Source: an optimization exercise on an open RTL-to-GDS flow (aim: small area). Production flows keep margins and buffers that such runs may drop.
No run shown here included a check of the RTL's function; only the layout flow was run.
No activity file was given, so power comes from the tool's default toggle rates.

--- design.v ---
module init_lites (
   input             clk8,
   input             reset8,
   input             frame_busy,
   input      [3:0]  cmd_inst,
   input      [27:0] cmd_data,
   input      [7:0]  sizeplus1,
   output reg        init_done,
   output     [25:0] init_data,
   output reg        init_go
);
   localparam INITINIT  = 3'd0;
   localparam STARTINIT = 3'd1;
   localparam LOOPINIT  = 3'd2;
   localparam INCINIT   = 3'd3;
   localparam DONEINIT  = 3'd4;
   localparam ENDINIT   = 3'd5;
   localparam STARTINC  = 3'd6;   
   reg [2:0] initsm;
   reg [5:0] addr;
   assign init_data = {addr, 20'd0};
   always @(posedge clk8) begin
      if (reset8) begin
         init_done <= 1'b0;
         init_go   <= 1'b0;
         initsm    <= INITINIT;
      end else begin
         case (initsm)
            INITINIT: begin
               init_done <= 1'b0;
               init_go   <= 1'b0;
               initsm    <= STARTINIT;
            end
            STARTINIT, STARTINC: begin
               init_go <= 1'b1;
               initsm  <= frame_busy ? LOOPINIT : STARTINIT;
            end
            LOOPINIT: begin
               init_go <= 1'b0;
               if (!frame_busy && addr == 6'd24)
                  initsm <= DONEINIT;
               else if (!frame_busy)
                  initsm <= INCINIT;
            end
            INCINIT:
               initsm <= STARTINC;
            DONEINIT: begin
               init_done <= 1'b1;
               initsm    <= ENDINIT;
            end
            ENDINIT: begin
               init_done <= 1'b0;
               init_go   <= 1'b0;
               if (cmd_inst == 4'h0)
                  initsm <= INITINIT;
            end
            default:
               initsm <= INITINIT;
         endcase
      end
   end
   always @(posedge clk8) begin
      if (initsm == INITINIT)
         addr <= 6'd0;
      else if (initsm == STARTINC)
         addr <= addr + 6'd1;
   end
endmodule
module pause (
   input             clk8,
   input             reset8,
   input             ce1,
   input      [3:0]  cmd_inst,
   input      [27:0] cmd_data,
   output reg        pause_done
);
   localparam INIT  = 2'd0;
   localparam DELAY = 2'd1;
   localparam START = 2'd2;
   localparam DONE  = 2'd3;
   reg [1:0]  pausesm;
   reg        cnt5en;
   reg        cnt5done;
   reg [8:0]  cnt5ms;
   reg [7:0]  cnt_main;
   reg        calc_randnum;
   reg [11:0] random;
   wire       feedback = ~(random[10] ^ random[9]);
   always @(posedge clk8) begin
      if (reset8) begin
         pause_done   <= 1'b0;
         cnt5en       <= 1'b0;
         calc_randnum <= 1'b0;
         pausesm      <= INIT;
      end else begin
         case (pausesm)
            INIT: begin
               pause_done <= 1'b0;
               if (cmd_inst == 4'h1) begin
                  pausesm <= DELAY;
                  if (cmd_data[27:20] == 8'h00)
                     calc_randnum <= 1'b1;
               end
            end
            DELAY: begin
               calc_randnum <= 1'b0;
               if (cnt_main == 8'h00)
                  pausesm <= DONE;  
               else if (!cnt5done)
                  cnt5en <= 1'b1;
               else begin
                  cnt5en  <= 1'b0;
                  pausesm <= START;
               end
            end
            START:
               pausesm  <= DELAY;  
            DONE: begin
               pause_done <= 1'b1;
               pausesm    <= INIT;
            end
         endcase
      end
   end
   always @(posedge clk8) begin
      if (pausesm == INIT)
         cnt_main <= (cmd_data[27:20] == 8'h00) ? {2'b00, random[5:0]} : cmd_data[27:20];
      else if (pausesm == START)
         cnt_main <= cnt_main - 8'd1;
   end
   always @(posedge clk8) begin
      if (reset8) begin
         cnt5ms   <= 9'd0;
         cnt5done <= 1'b0;
      end else begin
         cnt5done <= 1'b0;
         if (ce1 && cnt5en) begin
            if (cnt5ms == 9'h1FF) begin
               cnt5ms   <= 9'd0;
               cnt5done <= 1'b1;
            end else
               cnt5ms <= cnt5ms + 9'd1;
         end
      end
   end
   always @(posedge clk8) begin
      if (reset8)
         random <= 12'h563;  
      else if (calc_randnum)
         random <= {random[10:0], feedback};
   end
endmodule
module star_sw (
   input            clk8,
   input            ce1,
   input            reset8,
   input            psh_butt,
   output     [1:0] disp_addr,
   output reg       chng_disp
);
   localparam INIT   = 2'd0;
   localparam S_HI   = 2'd1;
   localparam S_CHNG = 2'd2;
   localparam S_LO   = 2'd3;
   reg [1:0]  mainsm;
   reg        cnt_en;
   reg [1:0]  addr;
   reg        done_cnt;
   reg [14:0] low_cnt;
   assign disp_addr = addr;
   always @(posedge clk8) begin
      if (reset8) begin
         cnt_en    <= 1'b0;
         chng_disp <= 1'b0;
         addr      <= 2'b00;
         mainsm    <= INIT;
      end else begin
         case (mainsm)
            INIT: begin
               cnt_en    <= 1'b0;
               chng_disp <= 1'b0;
               if (psh_butt)
                  mainsm <= S_HI;
            end
            S_HI: begin
               if (psh_butt)
                  mainsm <= S_CHNG;
               else
                  mainsm <= INIT;
            end
            S_CHNG: begin
               addr      <= addr + 2'd1;
               chng_disp <= 1'b1;
               mainsm    <= S_LO;
            end
            S_LO: begin
               if (done_cnt)
                  mainsm <= INIT;
               cnt_en <= 1'b1;
            end
         endcase
      end
   end
   always @(posedge clk8) begin
      if (reset8) begin
         low_cnt  <= 15'd0;
         done_cnt <= 1'b0;
      end else begin
         if (cnt_en && !psh_butt) begin
            if (ce1)
               low_cnt <= low_cnt + 15'd1;
         end else
            low_cnt <= 15'd0;
         done_cnt <= low_cnt[14];
      end
   end
endmodule
module chase (
   input            clk8,
   input            reset8,
   input      [3:0] cmd_inst,
   input     [27:0] cmd_data,
   input            prog_busy,
   input            fading,
   output     [5:0] offset,
   output     [7:0] neo_size,
   output     [7:0] sizeplus1,
   output           chase_done
);
   localparam [7:0] TOTAL_LITES  = 8'd24;
   localparam [7:0] TOTAL_MINUS1 = 8'd23;
   localparam INIT  = 3'd0;
   localparam JUMP  = 3'd1;
   localparam START = 3'd2;
   localparam DONE  = 3'd3;
   localparam INITD = 3'd4;   
   reg [2:0] chasesm;
   reg       cnt_up;
   reg       cnt_clear;
   reg       pb_dly;          
   reg [7:0] count;
   reg [7:0] step;
   wire cnt_en = (chasesm == DONE);
   assign offset     = count[5:0];
   assign sizeplus1  = TOTAL_LITES;
   assign neo_size   = TOTAL_MINUS1;
   assign chase_done = (chasesm == INITD);
   always @(posedge clk8) begin
      if (reset8)
         chasesm   <= INIT;
      else begin
         case (chasesm)
            INIT, INITD: begin
               chasesm   <= (cmd_inst == 4'h5) ? JUMP : INIT;
            end
            JUMP:    chasesm <= START;
            START:   chasesm <= DONE;
            DONE:    chasesm <= INITD;
            default: chasesm <= INIT;
         endcase
      end
   end
   always @(posedge clk8) begin
      if (chasesm == INIT || chasesm == INITD) begin
         step      <= cmd_data[27:20];
         cnt_up    <= cmd_data[12];
         cnt_clear <= cmd_data[13];
      end
   end
   always @(posedge clk8)
      pb_dly <= prog_busy;
   wire [7:0] size = (step == 8'h00) ? 8'h01 : step;
   wire [7:0] leap = count + size;
   always @(posedge clk8) begin
      if (reset8 || prog_busy)
         count <= 8'h00;
      else if (cnt_en) begin
         if (cnt_clear || pb_dly)
            count <= 8'h00;
         else if (fading)
            count <= count;
         else if (cnt_up) begin
            if (leap > TOTAL_MINUS1)
               count <= leap - TOTAL_LITES;
            else
               count <= leap;
         end else begin
            if (count >= size)
               count <= count - size;
            else
               count <= TOTAL_LITES - leap;
         end
      end
   end
endmodule
module rainbow (
   input             clk8,
   input             reset8,
   input      [3:0]  cmd_inst,
   input      [27:0] cmd_data,
   input             prog_busy,
   output            rbow_en,
   output     [11:0] rbow_data,
   output            rbow_done
);
   localparam INIT  = 2'd0;
   localparam START = 2'd1;
   localparam DONE  = 2'd2;
   localparam INITD = 2'd3;   
   localparam [3:0] cnt_max = 4'hE;
   localparam [3:0] cnt_min = 4'h1;
   reg [1:0] rbowsm;
   reg       cnt_on;
   reg       main_en;
   reg       red_en, grn_en, blu_en;
   reg       red_en_lat, grn_en_lat, blu_en_lat;
   reg       red_cnt_up, grn_cnt_up, blu_cnt_up;
   reg [3:0] red_cnt, grn_cnt, blu_cnt;
   wire cnt_en = (rbowsm == DONE);
   assign rbow_en   = main_en;
   assign rbow_data = {blu_cnt, grn_cnt, red_cnt};
   assign rbow_done = (rbowsm == INITD);
   always @(posedge clk8 or posedge reset8) begin
      if (reset8) begin
         main_en   <= 1'b0;
         rbowsm    <= INIT;
      end else begin
         case (rbowsm)
            INIT, INITD: begin
               rbowsm <= (cmd_inst == 4'hB) ? START : INIT;
               if (prog_busy)
                  main_en <= 1'b0;
            end
            START: begin
               main_en <= cnt_on;
               rbowsm  <= DONE;
            end
            default:
               rbowsm <= INITD;
         endcase
      end
   end
   always @(posedge clk8) begin
      if (rbowsm == INIT || rbowsm == INITD)
         cnt_on <= cmd_data[12];
   end
   always @(posedge clk8 or posedge reset8) begin
      if (reset8) begin
         red_cnt    <= 4'hF;
         red_cnt_up <= 1'b0;
         red_en_lat <= 1'b1;
         grn_en     <= 1'b1;
      end else if (!main_en || prog_busy) begin
         red_cnt    <= 4'hF;
         red_cnt_up <= 1'b0;
         red_en_lat <= 1'b1;
         grn_en     <= 1'b1;
      end else if (cnt_en && (red_en || red_en_lat)) begin
         if (red_cnt >= cnt_max)
            red_cnt_up <= 1'b0;
         else if (red_cnt <= cnt_min)
            red_cnt_up <= 1'b1;
         if (red_cnt_up)
            red_cnt <= red_cnt + 4'd1;
         else
            red_cnt <= red_cnt - 4'd1;
         if (red_en)
            red_en_lat <= 1'b1;
         else if (red_cnt == 4'h1 && !red_cnt_up)
            red_en_lat <= 1'b0;
         grn_en <= (red_cnt == cnt_max && red_cnt_up);
      end
   end
   always @(posedge clk8 or posedge reset8) begin
      if (reset8) begin
         grn_cnt    <= 4'h0;
         grn_cnt_up <= 1'b1;
         grn_en_lat <= 1'b0;
         blu_en     <= 1'b0;
      end else if (!main_en || prog_busy) begin
         grn_cnt    <= 4'h0;
         grn_cnt_up <= 1'b1;
         grn_en_lat <= 1'b0;
         blu_en     <= 1'b0;
      end else if (cnt_en && (grn_en || grn_en_lat)) begin
         if (grn_cnt >= cnt_max)
            grn_cnt_up <= 1'b0;
         else if (grn_cnt <= cnt_min)
            grn_cnt_up <= 1'b1;
         if (grn_cnt_up)
            grn_cnt <= grn_cnt + 4'd1;
         else
            grn_cnt <= grn_cnt - 4'd1;
         if (grn_en)
            grn_en_lat <= 1'b1;
         else if (grn_cnt == 4'h1 && !grn_cnt_up)
            grn_en_lat <= 1'b0;
         blu_en <= (grn_cnt == cnt_max && grn_cnt_up);
      end
   end
   always @(posedge clk8 or posedge reset8) begin
      if (reset8) begin
         blu_cnt    <= 4'h0;
         blu_cnt_up <= 1'b1;
         blu_en_lat <= 1'b0;
         red_en     <= 1'b0;
      end else if (!main_en || prog_busy) begin
         blu_cnt    <= 4'h0;
         blu_cnt_up <= 1'b1;
         blu_en_lat <= 1'b0;
         red_en     <= 1'b0;
      end else if (cnt_en && (blu_en || blu_en_lat)) begin
         if (blu_cnt >= cnt_max)
            blu_cnt_up <= 1'b0;
         else if (blu_cnt <= cnt_min)
            blu_cnt_up <= 1'b1;
         if (blu_cnt_up)
            blu_cnt <= blu_cnt + 4'd1;
         else
            blu_cnt <= blu_cnt - 4'd1;
         if (blu_en)
            blu_en_lat <= 1'b1;
         else if (blu_cnt == 4'h1 && !blu_cnt_up)
            blu_en_lat <= 1'b0;
         red_en <= (blu_cnt == cnt_max && blu_cnt_up);
      end
   end
endmodule
module fade (
   input             clk8,
   input             reset8,
   input      [3:0]  cmd_inst,
   input      [27:0] cmd_data,
   input             prog_busy,
   output reg        fading,
   output            fade_en,
   output     [7:0]  fade_data,
   output            fade_done
);
   localparam INIT  = 2'd0;
   localparam START = 2'd1;
   localparam DONE  = 2'd2;
   localparam INITD = 2'd3;   
   reg [1:0] fadesm;
   reg       cnt_on;
   reg       cnt_up;
   reg       cnt_updly;
   reg       main_en;
   reg [7:0] count;
   reg [1:0] cnt_by;
   reg [1:0] cnt_lolim;
   reg [1:0] cnt_uplim;
   reg [1:0] incr_c;      
   reg [1:0] min_c;       
   reg [1:0] up_c;        
   reg [1:0] maxup_c;     
   reg [1:0] lo_c;        
   reg [1:0] lel_c;       
   reg [1:0] lei_c;
   wire cnt_en = (fadesm == DONE);
   assign fade_done = (fadesm == INITD);
   assign fade_en   = main_en;
   assign fade_data = count;
   function [7:0] pow2;
      input [1:0] c;
      pow2 = 8'h01 << c;
   endfunction
   function [7:0] uplim_of;
      input [1:0] c;
      case (c)
         2'b00: uplim_of = 8'hC0;
         2'b01: uplim_of = 8'h80;
         2'b10: uplim_of = 8'h60;
         default: uplim_of = 8'h40;
      endcase
   endfunction
   function [7:0] lolim_of;
      input [1:0] c;
      case (c)
         2'b00: lolim_of = 8'h01;
         2'b01: lolim_of = 8'h04;
         2'b10: lolim_of = 8'h08;
         default: lolim_of = 8'h10;
      endcase
   endfunction
   wire [7:0] incr2    = pow2(incr_c);
   wire [7:0] cnt_min  = pow2(min_c);
   wire [7:0] cnt_max  = uplim_of(maxup_c) - cnt_min;
   wire [7:0] lolim    = lolim_of(lo_c);
   wire [7:0] loestlim = lolim_of(lel_c) - pow2(lei_c);
   always @(posedge clk8 or posedge reset8) begin
      if (reset8) begin
         main_en   <= 1'b0;
         fadesm    <= INIT;
      end else begin
         case (fadesm)
            INIT, INITD: begin
               fadesm    <= (cmd_inst == 4'h7) ? START : INIT;
               if (prog_busy)
                  main_en <= 1'b0;
            end
            START: begin
               main_en <= cnt_on;
               fadesm  <= DONE;
            end
            default:
               fadesm <= INITD;
         endcase
      end
   end
   always @(posedge clk8) begin
      if (fadesm == INIT || fadesm == INITD) begin
         cnt_on    <= cmd_data[12];
         cnt_by    <= cmd_data[21:20];
         cnt_uplim <= cmd_data[23:22];
         cnt_lolim <= cmd_data[25:24];
      end
   end
   always @(posedge clk8 or posedge reset8) begin
      if (reset8) begin
         count     <= 8'h00;
         cnt_up    <= 1'b1;
         cnt_updly <= 1'b1;
      end else begin
         cnt_updly <= cnt_up;
         if (!main_en || prog_busy || (incr_c != min_c)) begin
            count  <= 8'h00;
            cnt_up <= 1'b1;
         end else if (cnt_en) begin
            if (count >= cnt_max)
               cnt_up <= 1'b0;
            else if (count <= cnt_min || count <= lolim)
               cnt_up <= 1'b1;
            if (cnt_up)
               count <= count + incr2;
            else
               count <= count - incr2;
         end
      end
   end
   always @(posedge clk8 or posedge reset8) begin
      if (reset8)
         fading <= 1'b0;
      else
         fading <= !(!main_en || prog_busy || count == loestlim || (!cnt_updly && cnt_up));
   end
   always @(posedge clk8 or posedge reset8) begin
      if (reset8) begin
         up_c    <= 2'b00;
         incr_c  <= 2'b00;
         maxup_c <= 2'b00;
         min_c   <= 2'b00;
         lo_c    <= 2'b00;
      end else if (cnt_en) begin
         up_c    <= cnt_uplim;
         incr_c  <= cnt_by;
         maxup_c <= up_c;
         min_c   <= incr_c;
         lo_c    <= cnt_lolim;
      end
   end
   always @(posedge clk8 or posedge reset8) begin
      if (reset8) begin
         lel_c <= 2'b00;
         lei_c <= 2'b00;
      end else if (fade_done) begin
         lel_c <= lo_c;
         lei_c <= incr_c;
      end
   end
endmodule
module set_lites (
   input             clk8,
   input             reset8,
   input             frame_busy,
   input      [3:0]  cmd_inst,
   input      [27:0] cmd_data,
   input      [5:0]  offset,
   input      [7:0]  sizeplus1,
   input             fade_en,
   input      [7:0]  fade_data,
   input             fading,
   input             rbow_en,
   input      [11:0] rbow_data,
   output            set_done,
   output     [25:0] set_data,
   output reg        set_go
);
   localparam S_INIT    = 4'd0;
   localparam S_START   = 4'd1;
   localparam S_ADDRLIM = 4'd2;
   localparam S_NUM     = 4'd3;
   localparam S_DLY1    = 4'd4;
   localparam S_COLOR   = 4'd5;
   localparam S_DLY2    = 4'd6;
   localparam S_SEL     = 4'd7;
   localparam S_GO1     = 4'd8;   
   localparam S_GO      = 4'd9;
   localparam S_WAIT    = 4'd10;
   localparam S_END     = 4'd11;
   localparam P_INIT  = 2'd0;
   localparam P_WE    = 2'd1;
   localparam P_PAUSE = 2'd2;
   localparam P_MEM   = 2'd3;
   reg [3:0]  setsm;
   reg [5:0]  address;
   reg [6:0]  addrsum;
   reg [5:0]  rand_addr;
   reg [7:0]  briteness;
   reg [11:0] color_lat;
   reg        set_path;
   reg [11:0] color;
   reg        calc_randnum;
   reg        addr64;
   reg        col_done;
   reg        random_en;
   reg [11:0] random;
   reg [11:0] nx_color;
   wire       feedback = ~(random[10] ^ random[9]);
   reg [1:0]  palsm;
   reg [3:0]  pal_addr;
   reg [11:0] pal_color;
   reg        pal_done;
   reg [191:0] palette;
   wire go1 = (setsm == S_GO1);
   assign set_data[25:20] = addr64 ? rand_addr : addrsum[5:0];
   assign set_data[19:12] = fade_en ? fade_data : briteness;
   assign set_data[11:0]  = rbow_en ? rbow_data : (set_path ? color_lat : color);
   assign set_done = col_done | pal_done;
   always @(posedge clk8 or posedge reset8) begin
      if (reset8) begin
         col_done     <= 1'b0;
         set_go       <= 1'b0;
         calc_randnum <= 1'b0;
         setsm        <= S_INIT;
      end else begin
         case (setsm)
            S_INIT: begin
               col_done  <= 1'b0;
               set_go    <= 1'b0;
               if (cmd_inst == 4'h3 || cmd_inst == 4'h4)
                  setsm <= S_START;
            end
            S_START:
               setsm <= S_ADDRLIM;
            S_ADDRLIM: begin
               if (!set_path && (color_lat[0] || addr64))
                  setsm <= S_NUM;
               else if (!set_path)
                  setsm <= S_SEL;
               else
                  setsm <= S_GO;
            end
            S_NUM: begin
               calc_randnum <= random_en;
               setsm <= S_DLY1;
            end
            S_DLY1: begin
               calc_randnum <= 1'b0;
               setsm        <= S_COLOR;
            end
            S_COLOR: setsm <= S_DLY2;
            S_DLY2:  setsm <= S_SEL;
            S_SEL:   setsm <= S_GO1;
            S_GO1, S_GO: begin
               set_go <= 1'b1;
               setsm  <= frame_busy ? S_WAIT : S_GO;
            end
            S_WAIT: begin
               set_go <= 1'b0;
               if (!frame_busy)
                  setsm <= S_END;
            end
            S_END: begin
               col_done <= 1'b1;
               setsm    <= S_INIT;
            end
            default:
               setsm <= S_INIT;
         endcase
      end
   end
   always @(posedge clk8) begin
      if (setsm == S_INIT) begin
         addr64    <= cmd_data[26];
         address   <= cmd_data[25:20];
         briteness <= cmd_data[19:12];
         color_lat <= cmd_data[11:0];
         set_path  <= (cmd_inst == 4'h4);
      end
      if (setsm == S_START)
         addrsum <= {1'b0, address} + {1'b0, offset};
      else if (setsm == S_ADDRLIM && addrsum >= 7'd24)
         addrsum <= addrsum - 7'd24;
   end
   always @(posedge clk8 or posedge reset8) begin
      if (reset8)
         random_en <= 1'b1;
      else if (!fade_en)
         random_en <= 1'b1;
      else if (calc_randnum)
         random_en <= 1'b0;
      else
         random_en <= !fading;
   end
   always @(posedge clk8 or posedge reset8) begin
      if (reset8)
         random <= 12'h563;
      else if (calc_randnum)
         random <= {random[10:0], feedback};
   end
   always @(posedge clk8) begin
      if (setsm == S_COLOR)
         nx_color <= palette[random[3:0]*12 +: 12];
   end
   always @(posedge clk8 or posedge reset8) begin
      if (reset8)
         color <= 12'd0;
      else if (go1 && color_lat[0])
         color <= nx_color;
   end
   always @(posedge clk8 or posedge reset8) begin
      if (reset8)
         rand_addr <= 6'd0;
      else if (go1 && addr64) begin
         if (random[9:4] <= 6'd24)
            rand_addr <= random[9:4];
         else if (!random[6])
            rand_addr <= {3'b000, random[11:9]};
         else if (!random[5])
            rand_addr <= {3'b010, random[11:9]};
         else
            rand_addr <= {3'b001, random[11:9]};
      end
   end
   always @(posedge clk8 or posedge reset8) begin
      if (reset8) begin
         pal_done  <= 1'b0;
         palsm     <= P_INIT;
      end else begin
         case (palsm)
            P_INIT: begin
               pal_done  <= 1'b0;
               if (cmd_inst == 4'h9)
                  palsm <= P_WE;
            end
            P_WE:    palsm <= P_PAUSE;
            P_PAUSE: palsm <= P_MEM;
            P_MEM: begin
               pal_done <= 1'b1;
               palsm    <= P_INIT;
            end
         endcase
      end
   end
   always @(posedge clk8) begin
      if (palsm == P_INIT) begin
         pal_addr  <= cmd_data[23:20];
         pal_color <= cmd_data[11:0];
      end
   end
   localparam [191:0] PAL_INIT = {
      12'hF0C, 12'hF00, 12'h33F, 12'hCCC, 12'h0F0, 12'h0CF, 12'h03F, 12'h00F,
      12'hF0C, 12'hF00, 12'hCF0, 12'h3F0, 12'h0F0, 12'h0CF, 12'h03F, 12'h00F};
   genvar e;
   generate
      for (e = 0; e < 16; e = e + 1) begin : pal_entry
         wire        pal_ld = reset8 | (palsm == P_PAUSE && pal_addr == e);
         wire [11:0] pal_d  = reset8 ? PAL_INIT[e*12 +: 12] : pal_color;
         always @(posedge clk8)
            if (pal_ld)
               palette[e*12 +: 12] <= pal_d;
      end
   endgenerate
endmodule
module L2RnR2L(clk8,reset8,frame_busy,cmd_inst,cmd_data,neo_size,sizeplus1,
   l2r_data,l2r_done,l2r_go);
   input clk8;
   input reset8;
   input frame_busy;
   input [3:0] cmd_inst;
   input [27:0] cmd_data;
   input [7:0] neo_size;
   input [7:0] sizeplus1;
   output l2r_done;
   output [25:0] l2r_data;
   output l2r_go;
   localparam s_cmd   = 4'd0;   
   localparam s_start = 4'd1;
   localparam s_addr  = 4'd2;
   localparam s_lim   = 4'd3;
   localparam s_cmp   = 4'd4;
   localparam s_color = 4'd5;
   localparam s_go1   = 4'd6;   
   localparam s_go    = 4'd7;
   localparam s_busy1 = 4'd8;   
   localparam s_busy  = 4'd9;
   localparam s_done  = 4'd10;
   localparam s_cmd1  = 4'd11;  
   localparam i_init  = 3'd0;
   localparam i_start = 3'd1;
   localparam i_addr  = 3'd2;
   localparam i_loop  = 3'd3;
   localparam i_iter  = 3'd4;
   localparam i_next  = 3'd5;
   localparam i_pause = 3'd6;
   localparam c_init  = 3'd0;
   localparam c_num   = 3'd1;
   localparam c_color = 3'd2;
   localparam c_mix   = 3'd3;
   localparam c_wait1 = 3'd4;   
   localparam c_wait  = 3'd5;
   reg [3:0] mainsm;
   reg [2:0] num_lites;
   reg [7:0] brite;
   reg [4:0] address;
   reg [1:0] cmp;
   reg [2:0] iteraysm;
   reg       iteray_en;
   reg       iteray_done;
   reg [2:0] snap_lites;
   reg       snap_valid;
   reg [4:0] iteray;
   reg       iteray_up;
   reg [2:0]  colorsm;
   reg [11:0] random;
   reg [2:0]  col_code;
   reg [4:0] d_addr;
   reg [7:0] d_brite;
   reg [1:0] d_cmp;
   reg [2:0] d_code;
   wire calc_lim  = (mainsm == s_cmp);
   wire sel_color = (mainsm == s_go1);
   wire calc_addr = (mainsm == s_cmd1);
   assign l2r_go   = (mainsm == s_go) | (mainsm == s_busy1);
   assign l2r_done = calc_addr;
   wire feedback = random[10] ~^ random[9];
   wire [4:0] inner_rite_lite = 5'd24 - {2'b00, snap_lites};
   wire [4:0] inner_rite_lim  = snap_valid ? (5'd23 - {2'b00, snap_lites}) : 5'd0;
   always @(posedge clk8 or posedge reset8) begin
      if (reset8)
         mainsm <= s_cmd;
      else
         case (mainsm)
            s_cmd, s_cmd1:
               mainsm <= (cmd_inst == 4'h6) ? s_start : s_cmd;
            s_start: mainsm <= s_addr;
            s_addr:  mainsm <= s_lim;
            s_lim:   mainsm <= s_cmp;
            s_cmp:   mainsm <= s_color;
            s_color: mainsm <= s_go1;
            s_go1, s_go:
               mainsm <= frame_busy ? s_busy1 : s_go;
            s_busy1, s_busy:
               mainsm <= frame_busy ? s_busy : s_done;
            s_done:  mainsm <= s_cmd1;
            default: mainsm <= s_cmd;
         endcase
   end
   always @(posedge clk8) begin
      if (mainsm == s_cmd || mainsm == s_cmd1) begin
         num_lites <= cmd_data[22:20];
         brite     <= cmd_data[19:12];
      end
   end
   always @(posedge clk8 or posedge reset8) begin
      if (reset8)
         address <= 5'b00000;
      else if (calc_addr)
         address <= (address == 5'd23) ? 5'b00000 : address + 1'b1;
   end
   wire [4:0] left_addr_hi = {2'b00, num_lites} + iteray;
   wire [4:0] rite_addr_lo = inner_rite_lim - iteray;
   wire [4:0] rite_addr_hi = 5'd23 - iteray;
   always @(posedge clk8) begin
      if (calc_lim)
         cmp <= {(address >= iteray) & (address <= left_addr_hi),
                 (address >= rite_addr_lo) & (address <= rite_addr_hi)};
   end
   always @(posedge clk8 or posedge reset8) begin
      if (reset8) begin
         snap_valid  <= 1'b0;
         iteray_en   <= 1'b0;
         iteray_done <= 1'b0;
         iteraysm    <= i_init;
      end else
         case (iteraysm)
            i_init: begin
               iteray_en   <= 1'b0;
               iteray_done <= 1'b0;
               if (sel_color)
                  iteraysm <= i_start;
            end
            i_start: begin
               snap_valid <= 1'b1;
               iteraysm   <= i_addr;
            end
            i_addr:
               if (address[4:3] == 2'b01)
                  iteraysm <= i_loop;
            i_loop:
               if (iteray_up == 1'b0 && iteray == 5'b00000)
                  iteraysm <= i_pause;
               else
                  iteraysm <= i_iter;
            i_iter: begin
               iteray_en <= 1'b1;
               iteraysm  <= i_next;
            end
            i_next: begin
               iteray_en <= 1'b0;
               if (address[4])
                  iteraysm <= i_addr;
            end
            i_pause: begin
               iteray_done <= 1'b1;
               if (address == 5'd23 && calc_addr)
                  iteraysm <= i_init;
            end
            default:
               iteraysm <= i_init;
         endcase
   end
   always @(posedge clk8) begin
      if (iteraysm == i_start)
         snap_lites <= num_lites;
   end
   always @(posedge clk8 or posedge reset8) begin
      if (reset8) begin
         iteray    <= 5'b00000;
         iteray_up <= 1'b1;
      end else begin
         if (iteray_en && iteray == inner_rite_lite)
            iteray_up <= 1'b0;
         else if (iteray_done)
            iteray_up <= 1'b1;
         if (iteray_en) begin
            if (iteray_up && iteray < inner_rite_lite)
               iteray <= iteray + 1'b1;
            else
               iteray <= iteray - 1'b1;
         end
      end
   end
   always @(posedge clk8 or posedge reset8) begin
      if (reset8)
         colorsm <= c_init;
      else
         case (colorsm)
            c_init:  if (address[4]) colorsm <= c_num;
            c_num:   colorsm <= c_color;
            c_color: colorsm <= c_mix;
            c_mix:   colorsm <= c_wait1;
            c_wait1, c_wait:
               colorsm <= address[4] ? c_wait : c_init;
            default: colorsm <= c_init;
         endcase
   end
   always @(posedge clk8 or posedge reset8) begin
      if (reset8)
         random <= 12'h563;
      else if (colorsm == c_color)
         random <= {random[10:0], feedback};
   end
   always @(posedge clk8 or posedge reset8) begin
      if (reset8)
         col_code <= 3'b001;
      else if (iteray_done)
         col_code <= {1'b1, random[11:10]};
   end
   always @(posedge clk8) begin
      if (sel_color) begin
         d_addr  <= address;
         d_brite <= brite;
         d_cmp   <= cmp;
         d_code  <= col_code;
      end
   end
   reg [11:0] d_color;
   always @(*) begin
      d_color = 12'h000;
      case (d_cmp)
         2'b01:  
            case (d_code)
               3'b001:  d_color = 12'h0F0;
               3'b100, 3'b101: d_color = 12'h00F;
               3'b110:  d_color = 12'h80F;
               3'b111:  d_color = 12'h0F0;
               default: d_color = 12'h000;
            endcase
         2'b10:  
            case (d_code)
               3'b001:  d_color = 12'h00F;
               3'b100:  d_color = 12'h080;
               3'b101, 3'b111: d_color = 12'h800;
               3'b110:  d_color = 12'h08F;
               default: d_color = 12'h000;
            endcase
         2'b11:  
            case (d_code)
               3'b001:  d_color = 12'h0FF;
               3'b100:  d_color = 12'h08F;
               3'b101:  d_color = 12'h80F;
               3'b110:  d_color = 12'h88F;
               3'b111:  d_color = 12'h8F0;
               default: d_color = 12'h000;
            endcase
         default: d_color = 12'h000;
      endcase
   end
   wire [7:0] d_briter = d_brite + {1'b0, d_brite[7:1]};
   assign l2r_data = {1'b0, d_addr, (d_cmp == 2'b11) ? d_briter : d_brite, d_color};
endmodule
module tasks2do (
   input             clk8,
   input             reset8,
   input             ce1,
   input      [3:0]  cmd_inst,
   input      [27:0] cmd_data,
   input             timeout_done,
   input             prog_busy,
   input             frame_busy,
   input             neo_busy,
   input             disp_sel_n,
   output reg        frame_start,
   output reg [25:0] frame_data,
   output reg        shared_done,
   output     [7:0]  neo_size,
   output     [1:0]  disp_addr,
   output            chng_disp
);
   wire        init_done, init_go;
   wire [25:0] init_data;
   wire        set_done, set_go;
   wire [25:0] set_data;
   wire [5:0]  offset;
   wire        chase_done;
   wire        pause_done;
   wire        l2r_done, l2r_go;
   wire [25:0] l2r_data;
   wire        fading, fade_en, fade_done;
   wire [7:0]  fade_data;
   wire        rbow_en, rbow_done;
   wire [11:0] rbow_data;
   wire [7:0]  neo_size_int;
   wire [7:0]  sizeplus1;
   reg         f_start_int;
   reg  [1:0]  latch_sel;    
   wire dual_busy = frame_busy | neo_busy;
   wire psh_butt  = ~disp_sel_n;
   assign neo_size = neo_size_int;
   init_lites init_0 (
      .clk8(clk8), .reset8(reset8), .frame_busy(dual_busy),
      .cmd_inst(cmd_inst), .cmd_data(cmd_data), .sizeplus1(sizeplus1),
      .init_done(init_done), .init_data(init_data), .init_go(init_go));
   set_lites set_lites_0 (
      .clk8(clk8), .reset8(reset8), .frame_busy(dual_busy),
      .cmd_inst(cmd_inst), .cmd_data(cmd_data), .offset(offset),
      .sizeplus1(sizeplus1), .fade_en(fade_en), .fade_data(fade_data),
      .fading(fading), .rbow_en(rbow_en), .rbow_data(rbow_data),
      .set_done(set_done), .set_data(set_data), .set_go(set_go));
   chase chase_0 (
      .clk8(clk8), .reset8(reset8), .cmd_inst(cmd_inst), .cmd_data(cmd_data),
      .prog_busy(prog_busy), .fading(fading), .offset(offset),
      .neo_size(neo_size_int), .sizeplus1(sizeplus1), .chase_done(chase_done));
   pause pause_0 (
      .clk8(clk8), .reset8(reset8), .ce1(ce1), .cmd_inst(cmd_inst),
      .cmd_data(cmd_data), .pause_done(pause_done));
   L2RnR2L l2r_0 (
      .clk8(clk8), .reset8(reset8), .frame_busy(dual_busy),
      .cmd_inst(cmd_inst), .cmd_data(cmd_data), .neo_size(neo_size_int),
      .sizeplus1(sizeplus1), .l2r_done(l2r_done), .l2r_data(l2r_data),
      .l2r_go(l2r_go));
   fade fade_0 (
      .clk8(clk8), .reset8(reset8), .cmd_inst(cmd_inst), .cmd_data(cmd_data),
      .prog_busy(prog_busy), .fading(fading), .fade_en(fade_en),
      .fade_data(fade_data), .fade_done(fade_done));
   rainbow rainbow_0 (
      .clk8(clk8), .reset8(reset8), .cmd_inst(cmd_inst), .cmd_data(cmd_data),
      .prog_busy(prog_busy), .rbow_en(rbow_en), .rbow_data(rbow_data),
      .rbow_done(rbow_done));
   star_sw neo_sw_0 (
      .clk8(clk8), .ce1(ce1), .reset8(reset8), .psh_butt(psh_butt),
      .disp_addr(disp_addr), .chng_disp(chng_disp));
   always @(posedge clk8) begin
      if (reset8) begin
         frame_start <= 1'b0;
         f_start_int <= 1'b0;
         shared_done <= 1'b0;
         latch_sel   <= 2'd0;
      end else begin
         frame_start <= f_start_int;
         if (init_go || set_go || l2r_go) begin
            f_start_int <= 1'b1;
            latch_sel   <= (init_go & ~set_go & ~l2r_go) ? 2'd1 :
                           (set_go & ~init_go & ~l2r_go) ? 2'd2 :
                           (l2r_go & ~init_go & ~set_go) ? 2'd3 : 2'd0;
         end else if (init_done || set_done || chase_done || pause_done ||
                      l2r_done || fade_done || timeout_done || rbow_done) begin
            shared_done <= 1'b1;
            latch_sel   <= 2'd0;
         end else begin
            f_start_int <= 1'b0;
            shared_done <= 1'b0;
         end
      end
   end
   always @(posedge clk8) begin
      if (reset8)
         frame_data <= 26'd0;
      else begin
         case (latch_sel)
            2'd1:    frame_data <= init_data;
            2'd2:    frame_data <= set_data;
            2'd3:    frame_data <= l2r_data;
            default: frame_data <= 26'd0;
         endcase
      end
   end
endmodule
--- run.sh ---
#!/bin/bash
# synth_recipe.tcl (not shown) runs the flow's synth.tcl, then flattens the netlist and writes it again
# the make line also repeats each setting of config.mk as NAME=value (left out here)
make -C /OpenROAD-flow-scripts/flow DESIGN_CONFIG=/design/flow/config.mk WORK_HOME=/design/flow/orfs CLKGATE_MAP_FILE= SYNTH_SCRIPT=/design/flow/synth_recipe.tcl finish
--- config.mk ---
export PLATFORM = sky130hd
export DESIGN_NAME = tasks2do
export DESIGN_NICKNAME = tasks2do
export VERILOG_FILES = /design/flow/design.v
export SDC_FILE = /design/flow/constraint.sdc
export NUM_CORES = 4
export LEC_CHECK = 0
export CAP_MARGIN = 20
export CORE_MARGIN = 2
export CORE_UTILIZATION = 60
export CTS_BUF_LIST = sky130_fd_sc_hd__clkbuf_16
export CTS_CLUSTER_DIAMETER = 60
export CTS_CLUSTER_SIZE = 18
export SLEW_MARGIN = 20
--- constraint.sdc ---
create_clock -name core_clock -period 10.0 [get_ports {clk8}]
set_input_delay 2.0000 -clock core_clock [delete_from_list [all_inputs] [get_ports {clk8}]]
set_output_delay 2.0000 -clock core_clock [all_outputs]
set_load 0.01 [all_outputs]
==> results of run 1 <==
final timing paths:
kind | endpoint | cells after the start
worst min register to register | fade_0.cnt_updly | 0
max in group asynchronous | l2r_0.snap_valid | 3
worst max register to register | chase_0.count[7] | 13
min in group asynchronous | set_lites_0.color[6] | 2
worst min-delay path | fade_0.cnt_updly | 0
worst max-delay path | chase_0.count[7] | 13
stage by stage:
step           power [W]  setup WS, ns
2_1_floorplan    0.00503          1.57
3_3_place_gp     0.00562          5.73
3_5_place_dp     0.00570          5.75
4_1_cts          0.00733          6.25
5_1_grt          0.00774          6.01
6_report         0.00727          6.28
critical path, cell delays in order (launching register included):
cell and delay (ns):
edfxtp_1 0.43, nor4_1 0.42, a41o_1 0.27, ha_1 0.20, fa_1 0.25, nand2b_1 0.11
a21oi_1 0.17, xnor2_1 0.29, ha_1 0.39, a21boi_0 0.22, nor4_2 0.33, xnor3_1 0.27
o221ai_2 0.18, a22oi_2 0.10
synth_stat cells (17+ instances only):
library cell	number
xor2_1	34
mux2_2	59
dfxtp_1	102
clkbuf_1	76
dfrtp_1	107
or3_1	25
a21oi_1	135
nor3_1	35
a21o_1	17
nor2b_1	60
nand2b_1	35
edfxtp_1	315
mux4_2	60
inv_1	90
o21ai_0	100
mux2i_1	53
xnor2_1	54
or2_2	38
nand3_1	19
nand2_1	142
nand4_1	22
ha_1	132
dfstp_2	25
nor2_1	167
cell families after synthesis:
kind of cell               share of synthesized area
DFF                                            0.566
xor gates and xnor gates                      0.0303
muxes                                         0.0971
AOI/OAI and AO/OA                             0.0907
and+or+nand+nor                                0.117
other                                       0.000287
adders and majority gates                     0.0691
buffers and inverters                         0.0296
metal layers:
| metal | up-vias | GRT usage |
|---|---|---|
| li1 | 7864 | - |
| met3 | 77 | 0.0335 |
| met5 | - | 0 |
| met1 | 8185 | 0.385 |
| met4 | 0 | 0.0856 |
| met2 | 501 | 0.413 |
state kept, by name, summed over array words and instances, names as in the netlist, 6 cells and up, named ones only:
signal and count:
chase_0.count 8, set_lites_0.briteness 8, set_lites_0.address 6, init_0.addr 6, l2r_0.brite 8, l2r_0.d_brite 8, set_lites_0.rand_addr 6, fade_0.count 8
chase_0.step 8, set_lites_0.color_lat 12, set_lites_0.nx_color 12, pause_0.cnt_main 8, pause_0.random 11, l2r_0.random 12, frame_data 26, set_lites_0.random 12
neo_sw_0.low_cnt 15, set_lites_0.color 12, set_lites_0.addrsum 7, pause_0.cnt5ms 9, set_lites_0.pal_color 12, set_lites_0.palette 192
layout make-up:
cell class,instances,share of cell area
antenna,1,0.0000870
clock buffer,43,0.0374
clock inverter,33,0.00753
inverter,93,0.0123
multi-input combinational,1404,0.373
sequential,549,0.516
tap,585,0.0255
timing repair buffer,86,0.0285
report_power, final:
part / switching, W / internal (W) / total, W
Clock: 0.000809 / 0.000802 / 0.00161
Sequential: 0.000488 / 0.00297 / 0.00346
Combinational: 0.00114 / 0.00106 / 0.00220
==> summary.txt, run 1 <==
Root Buffer=clkbuf_16; synth-to-layout area growth=9.69%; Mapped Cells=approximately 2100; Synth area leaders=edfxtp_1, dfrtp_1, dfxtp_1, ha_1, mux4_2; Final Core Density=0.667; post-synthesis cell type count=93; detailed-route via count=~17000; synthesized flop and latch total=549; wire length on met1=about 26000 um; Critical Path AT=4.20 ns; drt initial violations=approximately 1500; RSZ-0062 raised after global routing=no; largest net degree at the start of global routing=76; Max Used Layer=met4; CTS Hold Bufs=0; Finished Cell Area=0.0288 mm2; Post-CTS Setup Inserts=0; placer congestion estimate=0.939; worst hold path type=register to register; DIE AREA=0.0454 mm2; Critical Path Sink Type=register; GRT Util Overall=0.264; asr flop ratio synth=0.240; placed insts=around 2700; Ys Warns=9; dominant synthesized flop cell=edfxtp_1; top cell type's share of synthesized area=0.361; leakage=about 11 nW; clock tree sinks=between 500 and 600; Die Y-Extent=around 210 um; max_cap viols=0; Final min period=3.72 ns; TritonCTS clock tree=built; share of cells above drive strength 1=0.135; # rows=76; Max Slew Vio Count=0; register area share after synthesis=0.566; area taken by multi-input logic gates=0.0107 mm2; Critical Path RT=~10 ns; Starting Density=0.608; port bufs=70; Slew @ Worst Pin=roughly 1.1 ns; Inserted Clock Buffers=about 40; Critical Path Start Type=register; achievable frequency=around 0.27 GHz; most frequent cells in the layout=edfxtp_1, nor2_1, nand2_1; status=complete, no violations; post-route setup TNS=0 ns; area of the core=roughly 0.043 mm2; antenna viol nets, final=0; max-slew headroom at the worst pin=0.263; Placed Area=roughly 0.027 mm2; Storage cell area=around 0.015 mm2; WL/cell=20.6 um; Crit Path Category=register to register; crit-path max FO=7; PD cells=roughly 250 mW/mm2; detailed placement HPWL=just over 40000 um; vias in the first global route=between 15000 and 20000; final WL=57500 um; Worst-path clk slew=around 0.070 ns; Crit. Startpoint=chase_0.step[2]; commonest non-fill, non-tap cell in the layout=edfxtp_1; Synth area leader=edfxtp_1; first-pass GRT wire length=around 90000 um; Met2 Wirelength=around 27000 um; initial antenna violation count=1; synthesized area=~0.026 mm2; DR pass1 iterations=5; H-tree Lvls=2; EDFF count, synth=about 320; Peak VDD IR=approximately 0.00027 V; Final nets=2355; Worst Hold Slack=~0.42 ns; Ports=a little under 80; Worst R2R Setup Slack=between 6 and 7 ns; r2r startpoint=chase_0.step[2]; vias per cell=approximately 6.0; total gr overflow=0; Final Cycle Share=0.372; CTS resizes=0; worst-skew pair later-pin latency=about 0.60 ns; DRC Markers=0; mean area per synthesized cell=12.2 um2; Fillers=between 3000 and 4000; # setup viols final=0; Fin. Hold Viols=0; WL met3=approximately 3400 um; Final Non-Filler Cells=2794; beginning of the worst hold path=fade_0.cnt_up; Clock Skew=~0.022 ns; Die X=around 210 um; Max clock buf depth=3
==> inputs of run 2 (changes only) <==
--- a/config.mk
+++ b/config.mk
@@ -9,6 +9,6 @@
 export CORE_MARGIN = 2
 export CORE_UTILIZATION = 60
 export CTS_BUF_LIST = sky130_fd_sc_hd__clkbuf_16
-export CTS_CLUSTER_DIAMETER = 60
-export CTS_CLUSTER_SIZE = 18
+export CTS_CLUSTER_DIAMETER = 80
+export CTS_CLUSTER_SIZE = 25
 export SLEW_MARGIN = 20
==> run 2 against run 1 <==
  * Final cell count is 0.54% lower
  * Area after synthesis did not move
  * Synthesized cell count did not move
  * Die area stayed put
  * Utilization shrank 0.39 points
  * Register-to-register slack worse by 0.04 ns
  * Largest cell class unchanged
  * Wire length is 0.28% higher
  * Still clean
  * Clock skew increased by 0.016 ns
  * Critical endpoint is now chase_0.count[5]
  * Combinational power about the same
  * Worst hold slack improved by 0.0037 ns
  * Non-clock buffer count stayed put
  * Sequential power hardly changed
==> summary.txt, run 2 <==
Mapped Cells=between 2000 and 2500; total gr overflow=0; synthesized flop and latch total=between 500 and 600; largest net degree at the start of global routing=between 70 and 80; worst-skew pair later-pin latency=slightly below 0.6 ns; register area share after synthesis=0.566; biggest regs=set_lites_0.palette: 192 flops, frame_data: 26 flops, neo_sw_0.low_cnt: 15 flops; Worst-path clk slew=0.09 ns; achievable frequency=approximately 0.27 GHz; max-slew headroom at the worst pin=0.265; port bufs=70; # rows=between 70 and 80; CTS resizes=0; Critical Path AT=~4.2 ns; worst-case reg-to-reg path depth=13; Synth area leaders=edfxtp_1, dfrtp_1, dfxtp_1, ha_1, mux4_2; post-route setup TNS=0 ns; placed insts=2716; Slew @ Worst Pin=between 1 and 1.5 ns; commonest non-fill, non-tap cell in the layout=edfxtp_1; Slowest cell on crit path=edfxtp_1; Die Y-Extent=213 um; synthesized area=between 0.02 and 0.03 mm2; area of the core=roughly 0.043 mm2; Critical Path RT=around 10 ns; dominant synthesized flop cell=edfxtp_1; DR pass1 iterations=6; Max Slew Vio Count=0; antenna viol nets, final=0; Worst R2R Setup Slack=6.24 ns; Placed Area=0.0274 mm2; mean area per synthesized cell=around 12 um2; Synth area leader=edfxtp_1; Hold Crit Depth=0; Reg with most FFs=set_lites_0.palette; synth-to-layout area growth=9.06%; most frequent CP cell=xnor2_1; max FFs per register=192; Starting Density=0.608; detailed-route via count=around 16000; DIE AREA=0.0454 mm2; EDFF count, synth=between 300 and 400; Final min period=3.76 ns; WL/cell=~21 um; Ports=between 70 and 80; Hold EP=fade_0.cnt_updly; # setup viols final=0; H-tree Lvls=2; drt initial violations=between 1500 and 2000; Final Non-Filler Cells=approximately 2800; Finished Cell Area=approximately 0.029 mm2; Die X=213 um; Final nets=between 2000 and 2500; top-count cell post-synth=edfxtp_1; leakage=roughly 11 nW; antenna diode count=0; Worst path top cell family by delay=compound AO/OA/AOI/OAI gates; Critical Path Start Type=register; Root Buffer=clkbuf_16; Final Cycle Share=0.376; clock tree sinks=approximately 550; placer congestion estimate=between 0.9 and 1; TritonCTS clock tree=built; CP Buf/Inv Count=1; Critical Path Sink Type=register; Max stage delay on crit path=about 0.44 ns; Post-synth top cells=edfxtp_1, nor2_1, nand2_1; r2r startpoint=chase_0.step[2]; Worst Hold Slack=approximately 0.42 ns; Pwr Total=around 0.0072 W; status=complete, no violations; final WL=between 50000 and 60000 um; RSZ-0062 raised after global routing=no; Fin. Hold Viols=0; top cell type's share of synthesized area=0.361; asr flop ratio synth=0.240; crit-path max FO=6; Crit Path Category=register to register; DRC Markers=0; Post-CTS Setup Inserts=0; Inserted Clock Buffers=35; worst reg2reg path endpoint=chase_0.count[5]; worst hold path type=register to register; vias per cell=5.93; Peak VDD IR=0.000221 V; initial antenna violation count=1; detailed placement HPWL=between 40000 and 50000 um; share of cells above drive strength 1=0.131; GRT Util Overall=0.263; CTS Hold Bufs=0; Clock Skew=between 0.03 and 0.04 ns; PD cells=about 250 mW/mm2; max_cap viols=0; post-synthesis cell type count=93; CP cell instances=nor4_1 -> a41o_1 -> ha_1 -> nor3b_2 -> nor3_2 -> xnor2_1 -> inv_2 -> ha_1 -> a21boi_0 -> xnor2_1 -> o21ai_2 -> xnor2_1 -> a221o_1; Max clock buf depth=3; beginning of the worst hold path=fade_0.cnt_up; first-pass GRT wire length=between 90000 and 100000 um; vias in the first global route=16100; Ys Warns=9; most frequent cells in the layout=edfxtp_1, nor2_1, nand2_1
[run 2: cell count changes in the layout (fill, tap and decap cells not counted), sizes merged]
cell / before / now
clkinv: 10 / 7
bufinv: 0 / 1
diode: 1 / 0
clkbuf: 43 / 35
clkinvlp: 0 / 1
inv: 116 / 111
[run 2: power breakdown]
group	leakage, nW	total (W)	internal, W	switching [W]
clock network	0.583	0.00151	0.000703	0.000804
logic	4.80	0.00220	0.00106	0.00114
registers	5.46	0.00346	0.00297	0.000489
total	10.8	0.00716	0.00473	0.00243
[run 2: metal layers]
metal	vias up	wire (um)	track usage
met5	-	0	0
met4	0	1630	0.0774
met3	87	3420	0.0399
met2	451	26500	0.412
met1	8095	26100	0.384
li1	7837	-	-
[run 2: final cells by class]
type                    count  area, um2
clock inverters            27        253
well taps                 585        732
flip-flops and latches    549      14800
repair buffers             86        818
clock buffers              35        876
multi-input cells        1404      10700
inverters                  93        354
fillers                  3155      14500
[run 2: worst max path at each step]
stage,startpoint,endpoint,cells past startpoint
2_1_floorplan,reset8,set_lites_0.palette[12],3
6_report,chase_0.step[2],chase_0.count[5],13
3_3_place_gp,cmd_data[25],pause_0.calc_randnum,7
3_5_place_dp,cmd_data[24],pause_0.calc_randnum,7
4_1_cts,chase_0.step[2],chase_0.count[7],13
5_1_grt,chase_0.step[2],chase_0.count[7],13
[run 2: worst reg2reg max path, stage by stage, from the launching register on]
cell      delay (ns)
edfxtp_1        0.44
nor4_1          0.43
a41o_1          0.26
ha_1            0.20
nor3b_2         0.30
nor3_2          0.11
xnor2_1         0.35
inv_2           0.12
ha_1            0.29
a21boi_0        0.40
xnor2_1         0.19
o21ai_2         0.07
xnor2_1         0.16
a221o_1         0.32
[run 2: cells by family after synthesis]
family                   Yosys count  share of synthesized area
AND/OR/NAND/NOR                  609                      0.117
flip-flops                       549                      0.566
AO/OA/AOI/OAI                    386                     0.0907
buffers and inverters            194                     0.0296
multiplexers                     172                     0.0971
adder cells (fa/ha/maj)          140                     0.0691
XOR/XNOR                          89                     0.0303
other                              2                   0.000287
[run 2: stage by stage]
| stage | setup slack, ns | utilization |
|---|---|---|
| 2_1_floorplan | 1.57 | - |
| 3_3_place_gp | 5.73 | 0.636 |
| 3_5_place_dp | 5.75 | 0.637 |
| 4_1_cts | 6.24 | 0.663 |
| 5_1_grt | 6.00 | 0.664 |
| 6_report | 6.24 | 0.664 |
==> inputs of run 3 (changes only) <==
--- a/design.v
+++ b/design.v
@@ -156,7 +156,7 @@
    input            reset8,
    input            psh_butt,
    output     [1:0] disp_addr,
-   output reg       chng_disp
+   output           chng_disp
 );
    localparam INIT   = 2'd0;
    localparam S_HI   = 2'd1;
@@ -168,17 +168,16 @@
    reg        done_cnt;
    reg [14:0] low_cnt;
    assign disp_addr = addr;
+   assign chng_disp = (mainsm == S_LO) | (mainsm == INIT & cnt_en);
    always @(posedge clk8) begin
       if (reset8) begin
          cnt_en    <= 1'b0;
-         chng_disp <= 1'b0;
          addr      <= 2'b00;
          mainsm    <= INIT;
       end else begin
          case (mainsm)
             INIT: begin
                cnt_en    <= 1'b0;
-               chng_disp <= 1'b0;
                if (psh_butt)
                   mainsm <= S_HI;
             end
@@ -190,7 +189,6 @@
             end
             S_CHNG: begin
                addr      <= addr + 2'd1;
-               chng_disp <= 1'b1;
                mainsm    <= S_LO;
             end
             S_LO: begin
@@ -307,20 +305,21 @@
    localparam START = 2'd1;
    localparam DONE  = 2'd2;
    localparam INITD = 2'd3;   
-   localparam [3:0] cnt_max = 4'hE;
-   localparam [3:0] cnt_min = 4'h1;
    reg [1:0] rbowsm;
    reg       cnt_on;
    reg       main_en;
-   reg       red_en, grn_en, blu_en;
-   reg       red_en_lat, grn_en_lat, blu_en_lat;
-   reg       red_cnt_up, grn_cnt_up, blu_cnt_up;
-   reg [3:0] red_cnt, grn_cnt, blu_cnt;
+   reg [1:0] phase;
+   reg [3:0] stp;
    wire cnt_en = (rbowsm == DONE);
+   wire [3:0] up = stp;
+   wire [3:0] dn = ~stp;
+   wire [3:0] red_cnt = (phase == 2'd0) ? dn : (phase == 2'd2) ? up : 4'h0;
+   wire [3:0] grn_cnt = (phase == 2'd0) ? up : (phase == 2'd1) ? dn : 4'h0;
+   wire [3:0] blu_cnt = (phase == 2'd1) ? up : (phase == 2'd2) ? dn : 4'h0;
    assign rbow_en   = main_en;
    assign rbow_data = {blu_cnt, grn_cnt, red_cnt};
    assign rbow_done = (rbowsm == INITD);
-   always @(posedge clk8 or posedge reset8) begin
+   always @(posedge clk8) begin
       if (reset8) begin
          main_en   <= 1'b0;
          rbowsm    <= INIT;
@@ -344,85 +343,16 @@
       if (rbowsm == INIT || rbowsm == INITD)
          cnt_on <= cmd_data[12];
    end
-   always @(posedge clk8 or posedge reset8) begin
-      if (reset8) begin
-         red_cnt    <= 4'hF;
-         red_cnt_up <= 1'b0;
-         red_en_lat <= 1'b1;
-         grn_en     <= 1'b1;
-      end else if (!main_en || prog_busy) begin
-         red_cnt    <= 4'hF;
-         red_cnt_up <= 1'b0;
-         red_en_lat <= 1'b1;
-         grn_en     <= 1'b1;
-      end else if (cnt_en && (red_en || red_en_lat)) begin
-         if (red_cnt >= cnt_max)
-            red_cnt_up <= 1'b0;
-         else if (red_cnt <= cnt_min)
-            red_cnt_up <= 1'b1;
-         if (red_cnt_up)
-            red_cnt <= red_cnt + 4'd1;
-         else
-            red_cnt <= red_cnt - 4'd1;
-         if (red_en)
-            red_en_lat <= 1'b1;
-         else if (red_cnt == 4'h1 && !red_cnt_up)
-            red_en_lat <= 1'b0;
-         grn_en <= (red_cnt == cnt_max && red_cnt_up);
-      end
-   end
-   always @(posedge clk8 or posedge reset8) begin
-      if (reset8) begin
-         grn_cnt    <= 4'h0;
-         grn_cnt_up <= 1'b1;
-         grn_en_lat <= 1'b0;
-         blu_en     <= 1'b0;
-      end else if (!main_en || prog_busy) begin
-         grn_cnt    <= 4'h0;
-         grn_cnt_up <= 1'b1;
-         grn_en_lat <= 1'b0;
-         blu_en     <= 1'b0;
-      end else if (cnt_en && (grn_en || grn_en_lat)) begin
-         if (grn_cnt >= cnt_max)
-            grn_cnt_up <= 1'b0;
-         else if (grn_cnt <= cnt_min)
-            grn_cnt_up <= 1'b1;
-         if (grn_cnt_up)
-            grn_cnt <= grn_cnt + 4'd1;
-         else
-            grn_cnt <= grn_cnt - 4'd1;
-         if (grn_en)
-            grn_en_lat <= 1'b1;
-         else if (grn_cnt == 4'h1 && !grn_cnt_up)
-            grn_en_lat <= 1'b0;
-         blu_en <= (grn_cnt == cnt_max && grn_cnt_up);
-      end
-   end
-   always @(posedge clk8 or posedge reset8) begin
-      if (reset8) begin
-         blu_cnt    <= 4'h0;
-         blu_cnt_up <= 1'b1;
-         blu_en_lat <= 1'b0;
-         red_en     <= 1'b0;
-      end else if (!main_en || prog_busy) begin
-         blu_cnt    <= 4'h0;
-         blu_cnt_up <= 1'b1;
-         blu_en_lat <= 1'b0;
-         red_en     <= 1'b0;
-      end else if (cnt_en && (blu_en || blu_en_lat)) begin
-         if (blu_cnt >= cnt_max)
-            blu_cnt_up <= 1'b0;
-         else if (blu_cnt <= cnt_min)
-            blu_cnt_up <= 1'b1;
-         if (blu_cnt_up)
-            blu_cnt <= blu_cnt + 4'd1;
-         else
-            blu_cnt <= blu_cnt - 4'd1;
-         if (blu_en)
-            blu_en_lat <= 1'b1;
-         else if (blu_cnt == 4'h1 && !blu_cnt_up)
-            blu_en_lat <= 1'b0;
-         red_en <= (blu_cnt == cnt_max && blu_cnt_up);
+   always @(posedge clk8) begin
+      if (reset8 || !main_en || prog_busy) begin
+         phase <= 2'd0;
+         stp   <= 4'd0;
+      end else if (cnt_en) begin
+         if (stp == 4'd14) begin
+            stp   <= 4'd0;
+            phase <= (phase == 2'd2) ? 2'd0 : phase + 2'd1;
+         end else
+            stp <= stp + 4'd1;
       end
    end
 endmodule
@@ -488,7 +418,7 @@
    wire [7:0] cnt_max  = uplim_of(maxup_c) - cnt_min;
    wire [7:0] lolim    = lolim_of(lo_c);
    wire [7:0] loestlim = lolim_of(lel_c) - pow2(lei_c);
-   always @(posedge clk8 or posedge reset8) begin
+   always @(posedge clk8) begin
       if (reset8) begin
          main_en   <= 1'b0;
          fadesm    <= INIT;
@@ -516,7 +446,7 @@
          cnt_lolim <= cmd_data[25:24];
       end
    end
-   always @(posedge clk8 or posedge reset8) begin
+   always @(posedge clk8) begin
       if (reset8) begin
          count     <= 8'h00;
          cnt_up    <= 1'b1;
@@ -538,13 +468,13 @@
          end
       end
    end
-   always @(posedge clk8 or posedge reset8) begin
+   always @(posedge clk8) begin
       if (reset8)
          fading <= 1'b0;
       else
          fading <= !(!main_en || prog_busy || count == loestlim || (!cnt_updly && cnt_up));
    end
-   always @(posedge clk8 or posedge reset8) begin
+   always @(posedge clk8) begin
       if (reset8) begin
          up_c    <= 2'b00;
          incr_c  <= 2'b00;
@@ -559,7 +489,7 @@
          lo_c    <= cnt_lolim;
       end
    end
-   always @(posedge clk8 or posedge reset8) begin
+   always @(posedge clk8) begin
       if (reset8) begin
          lel_c <= 2'b00;
          lei_c <= 2'b00;
@@ -603,7 +533,6 @@
    localparam P_PAUSE = 2'd2;
    localparam P_MEM   = 2'd3;
    reg [3:0]  setsm;
-   reg [5:0]  address;
    reg [6:0]  addrsum;
    reg [5:0]  rand_addr;
    reg [7:0]  briteness;
@@ -627,7 +556,7 @@
    assign set_data[19:12] = fade_en ? fade_data : briteness;
    assign set_data[11:0]  = rbow_en ? rbow_data : (set_path ? color_lat : color);
    assign set_done = col_done | pal_done;
-   always @(posedge clk8 or posedge reset8) begin
+   always @(posedge clk8) begin
       if (reset8) begin
          col_done     <= 1'b0;
          set_go       <= 1'b0;
@@ -683,17 +612,18 @@
    always @(posedge clk8) begin
       if (setsm == S_INIT) begin
          addr64    <= cmd_data[26];
-         address   <= cmd_data[25:20];
          briteness <= cmd_data[19:12];
          color_lat <= cmd_data[11:0];
          set_path  <= (cmd_inst == 4'h4);
       end
-      if (setsm == S_START)
-         addrsum <= {1'b0, address} + {1'b0, offset};
+      if (setsm == S_INIT)
+         addrsum <= {1'b0, cmd_data[25:20]};
+      else if (setsm == S_START)
+         addrsum <= addrsum + {1'b0, offset};
       else if (setsm == S_ADDRLIM && addrsum >= 7'd24)
          addrsum <= addrsum - 7'd24;
    end
-   always @(posedge clk8 or posedge reset8) begin
+   always @(posedge clk8) begin
       if (reset8)
          random_en <= 1'b1;
       else if (!fade_en)
@@ -703,7 +633,7 @@
       else
          random_en <= !fading;
    end
-   always @(posedge clk8 or posedge reset8) begin
+   always @(posedge clk8) begin
       if (reset8)
          random <= 12'h563;
       else if (calc_randnum)
@@ -713,13 +643,13 @@
       if (setsm == S_COLOR)
          nx_color <= palette[random[3:0]*12 +: 12];
    end
-   always @(posedge clk8 or posedge reset8) begin
+   always @(posedge clk8) begin
       if (reset8)
          color <= 12'd0;
       else if (go1 && color_lat[0])
          color <= nx_color;
    end
-   always @(posedge clk8 or posedge reset8) begin
+   always @(posedge clk8) begin
       if (reset8)
          rand_addr <= 6'd0;
       else if (go1 && addr64) begin
@@ -733,7 +663,7 @@
             rand_addr <= {3'b001, random[11:9]};
       end
    end
-   always @(posedge clk8 or posedge reset8) begin
+   always @(posedge clk8) begin
       if (reset8) begin
          pal_done  <= 1'b0;
          palsm     <= P_INIT;
@@ -825,9 +755,6 @@
    reg [2:0]  colorsm;
    reg [11:0] random;
    reg [2:0]  col_code;
-   reg [4:0] d_addr;
-   reg [7:0] d_brite;
-   reg [1:0] d_cmp;
    reg [2:0] d_code;
    wire calc_lim  = (mainsm == s_cmp);
    wire sel_color = (mainsm == s_go1);
@@ -837,7 +764,7 @@
    wire feedback = random[10] ~^ random[9];
    wire [4:0] inner_rite_lite = 5'd24 - {2'b00, snap_lites};
    wire [4:0] inner_rite_lim  = snap_valid ? (5'd23 - {2'b00, snap_lites}) : 5'd0;
-   always @(posedge clk8 or posedge reset8) begin
+   always @(posedge clk8) begin
       if (reset8)
          mainsm <= s_cmd;
       else
@@ -863,7 +790,7 @@
          brite     <= cmd_data[19:12];
       end
    end
-   always @(posedge clk8 or posedge reset8) begin
+   always @(posedge clk8) begin
       if (reset8)
          address <= 5'b00000;
       else if (calc_addr)
@@ -877,7 +804,7 @@
          cmp <= {(address >= iteray) & (address <= left_addr_hi),
                  (address >= rite_addr_lo) & (address <= rite_addr_hi)};
    end
-   always @(posedge clk8 or posedge reset8) begin
+   always @(posedge clk8) begin
       if (reset8) begin
          snap_valid  <= 1'b0;
          iteray_en   <= 1'b0;
@@ -925,7 +852,7 @@
       if (iteraysm == i_start)
          snap_lites <= num_lites;
    end
-   always @(posedge clk8 or posedge reset8) begin
+   always @(posedge clk8) begin
       if (reset8) begin
          iteray    <= 5'b00000;
          iteray_up <= 1'b1;
@@ -942,7 +869,7 @@
          end
       end
    end
-   always @(posedge clk8 or posedge reset8) begin
+   always @(posedge clk8) begin
       if (reset8)
          colorsm <= c_init;
       else
@@ -956,60 +883,52 @@
             default: colorsm <= c_init;
          endcase
    end
-   always @(posedge clk8 or posedge reset8) begin
+   always @(posedge clk8) begin
       if (reset8)
          random <= 12'h563;
       else if (colorsm == c_color)
          random <= {random[10:0], feedback};
    end
-   always @(posedge clk8 or posedge reset8) begin
+   always @(posedge clk8) begin
       if (reset8)
-         col_code <= 3'b001;
+         col_code <= 3'b000;
       else if (iteray_done)
          col_code <= {1'b1, random[11:10]};
    end
    always @(posedge clk8) begin
-      if (sel_color) begin
-         d_addr  <= address;
-         d_brite <= brite;
-         d_cmp   <= cmp;
-         d_code  <= col_code;
-      end
+      if (sel_color)
+         d_code <= col_code;
    end
    reg [11:0] d_color;
    always @(*) begin
-      d_color = 12'h000;
-      case (d_cmp)
+      case (cmp)
          2'b01:  
-            case (d_code)
-               3'b001:  d_color = 12'h0F0;
+            casez (d_code)
+               3'b0??:  d_color = 12'h0F0;
                3'b100, 3'b101: d_color = 12'h00F;
                3'b110:  d_color = 12'h80F;
-               3'b111:  d_color = 12'h0F0;
-               default: d_color = 12'h000;
+               default: d_color = 12'h0F0;
             endcase
          2'b10:  
-            case (d_code)
-               3'b001:  d_color = 12'h00F;
+            casez (d_code)
+               3'b0??:  d_color = 12'h00F;
                3'b100:  d_color = 12'h080;
-               3'b101, 3'b111: d_color = 12'h800;
                3'b110:  d_color = 12'h08F;
-               default: d_color = 12'h000;
+               default: d_color = 12'h800;
             endcase
          2'b11:  
-            case (d_code)
-               3'b001:  d_color = 12'h0FF;
+            casez (d_code)
+               3'b0??:  d_color = 12'h0FF;
                3'b100:  d_color = 12'h08F;
                3'b101:  d_color = 12'h80F;
                3'b110:  d_color = 12'h88F;
-               3'b111:  d_color = 12'h8F0;
-               default: d_color = 12'h000;
+               default: d_color = 12'h8F0;
             endcase
          default: d_color = 12'h000;
       endcase
    end
-   wire [7:0] d_briter = d_brite + {1'b0, d_brite[7:1]};
-   assign l2r_data = {1'b0, d_addr, (d_cmp == 2'b11) ? d_briter : d_brite, d_color};
+   wire [7:0] briter = brite + {1'b0, brite[7:1]};
+   assign l2r_data = {1'b0, address, (cmp == 2'b11) ? briter : brite, d_color};
 endmodule
 module tasks2do (
    input             clk8,
--- a/config.mk
+++ b/config.mk
@@ -7,8 +7,8 @@
 export LEC_CHECK = 0
 export CAP_MARGIN = 20
 export CORE_MARGIN = 2
-export CORE_UTILIZATION = 60
+export CORE_UTILIZATION = 70
 export CTS_BUF_LIST = sky130_fd_sc_hd__clkbuf_16
-export CTS_CLUSTER_DIAMETER = 80
-export CTS_CLUSTER_SIZE = 25
+export CTS_CLUSTER_DIAMETER = 100
+export CTS_CLUSTER_SIZE = 28
 export SLEW_MARGIN = 20
==> run 3 against run 2 <==
  * Count of clock-buffer cells in the layout down 13
  * Global-route usage up 3.9 points
  * Register-to-register slack about the same
  * Critical endpoint is now chng_disp
  * Non-clock buffer count up 5
  * Maximum frequency down 5.9%
  * Clock skew down 0.017 ns
  * Total power down 41%
  * Sequential share of layout area down 1.4 points
  * Largest cell class unchanged
  * Die area down 20%
  * Setup slack worse by 0.24 ns
  * Cell area down 8.7%
  * Sequential power down 26%
==> summary.txt, run 3 <==
first-pass GRT wire length=approximately 86000 um; r2r startpoint=chase_0.step[1]; area of the core=approximately 0.034 mm2; Worst R2R Setup Slack=roughly 6.3 ns; placed insts=between 2000 and 3000; most frequent cells in the layout=edfxtp_1, dfxtp_1, nor2_1; status=complete, no violations; Fillers=roughly 2300; Worst-path clk slew=0.10 ns; CTS Hold Bufs=0; vias in the first global route=between 15000 and 20000; initial antenna violation count=0; Hold Crit Depth=2; Final nets=around 2300; Critical Path RT=approximately 8 ns; vias per cell=between 6 and 7; synth-to-layout area growth=6.79%; synthesized flop and latch total=~510; commonest non-fill, non-tap cell in the layout=edfxtp_1; Synth area leader=edfxtp_1; register area share after synthesis=0.540; Final min period=4.00 ns; GRT Util Overall=0.302; Ys Warns=9; Max stage delay on crit path=about 0.48 ns; total gr overflow=0; CP cell instances=inv_1 -> ha_1 -> a21o_1 -> clkdlybuf4s50_1; final WL=~54000 um; asr flop ratio synth=0; post-synthesis cell type count=83; placer congestion estimate=between 0.8 and 0.9; Reg with most FFs=set_lites_0.palette; Critical Path AT=around 2.0 ns; drt initial violations=between 1000 and 1500; biggest regs=set_lites_0.palette: 192 flops, frame_data: 26 flops, neo_sw_0.low_cnt: 15 flops; DRC Markers=0; DIE AREA=roughly 0.036 mm2; Critical Path Start Type=register; antenna diode count=0; clock tree sinks=512; detailed placement HPWL=about 38000 um; Critical Path Sink Type=primary output; Storage cell area=between 0.01 and 0.015 mm2; Pwr Total=between 0.004 and 0.005 W; synthesized area=about 0.024 mm2; Post-synth top cells=edfxtp_1, dfxtp_1, nor2_1; WL/cell=roughly 21 um; CTS resizes=0; area taken by multi-input logic gates=roughly 0.011 mm2; PD cells=~160 mW/mm2; Max clock buf depth=3; worst reg2reg path endpoint=chase_0.count[5]; TritonCTS clock tree=built; Hold EP=set_lites_0.color[10]; Mapped Cells=~2100; Synth area leaders=edfxtp_1, dfxtp_1, ha_1, mux4_2, mux2i_1; Final Non-Filler Cells=2614; Die X=between 150 and 200 um; largest net degree at the start of global routing=84; Root Buffer=clkbuf_16; # rows=68; Inserted Clock Buffers=22; port bufs=70; RSZ-0062 raised after global routing=no; worst-skew pair later-pin latency=about 0.57 ns; Crit. Startpoint=neo_sw_0.mainsm[0]; max_cap viols=0; H-tree Lvls=1; worst-case reg-to-reg path depth=14; Ports=79; top-count cell post-synth=edfxtp_1
==> run 3: cell count changes after synthesis, sizes merged, moves of 34 or more <==
| cell | before | now |
|---|---|---|
| mux2i | 53 | 87 |
| mux2 | 59 | 7 |
| o21ai | 105 | 70 |
| nor2 | 168 | 208 |
| dfxtp | 102 | 219 |
| dfrtp | 107 | 0 |
==> run 3: final cells by class <==
class,count,share of cell area
flip-flops and latches,512,0.505
multi-input cells,1433,0.403
repair buffers,91,0.0329
well taps,455,0.0218
clock buffers,22,0.0211
inverters,83,0.0119
clock inverters,18,0.00374
==> run 3: how the worst max path moves through the flow <==
stage                     slack (ns)                       end
final                           6.00                 chng_disp
after global routing            5.88                 chng_disp
after CTS                       5.98                 chng_disp
after detailed placement        5.65  set_lites_0.palette[173]
after global placement          5.62  set_lites_0.palette[173]
after floorplan                 6.47  set_lites_0.palette[120]
==> run 3: power by group <==
| part | internal [W] | switching (W) |
|---|---|---|
| sequential | 0.00241 | 0.000153 |
| combinational | 0.000259 | 0.000348 |
| clock | 0.000415 | 0.000639 |
==> run 3: logic make-up after synthesis <==
family,after synthesis,synth area share
mux,154,0.0942
xor+xnor,88,0.0319
flops,512,0.540
compound gates,379,0.0998
simple gates,675,0.133
fa+ha+maj,129,0.0685
buf+inv,198,0.0326
other cells,2,0.000307
==> run 3: stage by stage <==
stage | util | hold WS [ns] | instance area (um2) | setup slack [ns]
floorplan | - | 0.408 | 24500 | 6.47
global placement | 0.738 | 0.421 | 25400 | 5.62
detailed placement | 0.738 | 0.429 | 25400 | 5.65
CTS | 0.757 | 0.457 | 26100 | 5.98
global route | 0.757 | 0.474 | 26100 | 5.88
finish | 0.757 | 0.456 | 26100 | 6.00
==> run 3: routing by layer <==
metal  part of all wire  wire length (um)  track usage  vias up
met5                  0                 0            0        -
met3              0.068              3660       0.0322       90
met2               0.48             25900        0.501      610
li1                   -                 -            -     7699
met4              0.025              1350       0.0757        0
met1               0.43             23200        0.430     7890
==> run 3: critical path: cells and delay by family (launching register included) <==
kind,cells,cell delay [ns]
flip-flops,1,0.44
adder cells (fa/ha/maj),1,0.22
AO/OA/AOI/OAI,1,0.17
buffers and inverters,2,0.59

Setup slack of run 3, layout unchanged: 6.001 ns with ideal ports, 5.944 ns with driving cells assumed (clock clkbuf_16, inputs buf_2), 5.578 ns with port delays also shifted by the 0.619 ns mid clock arrival.
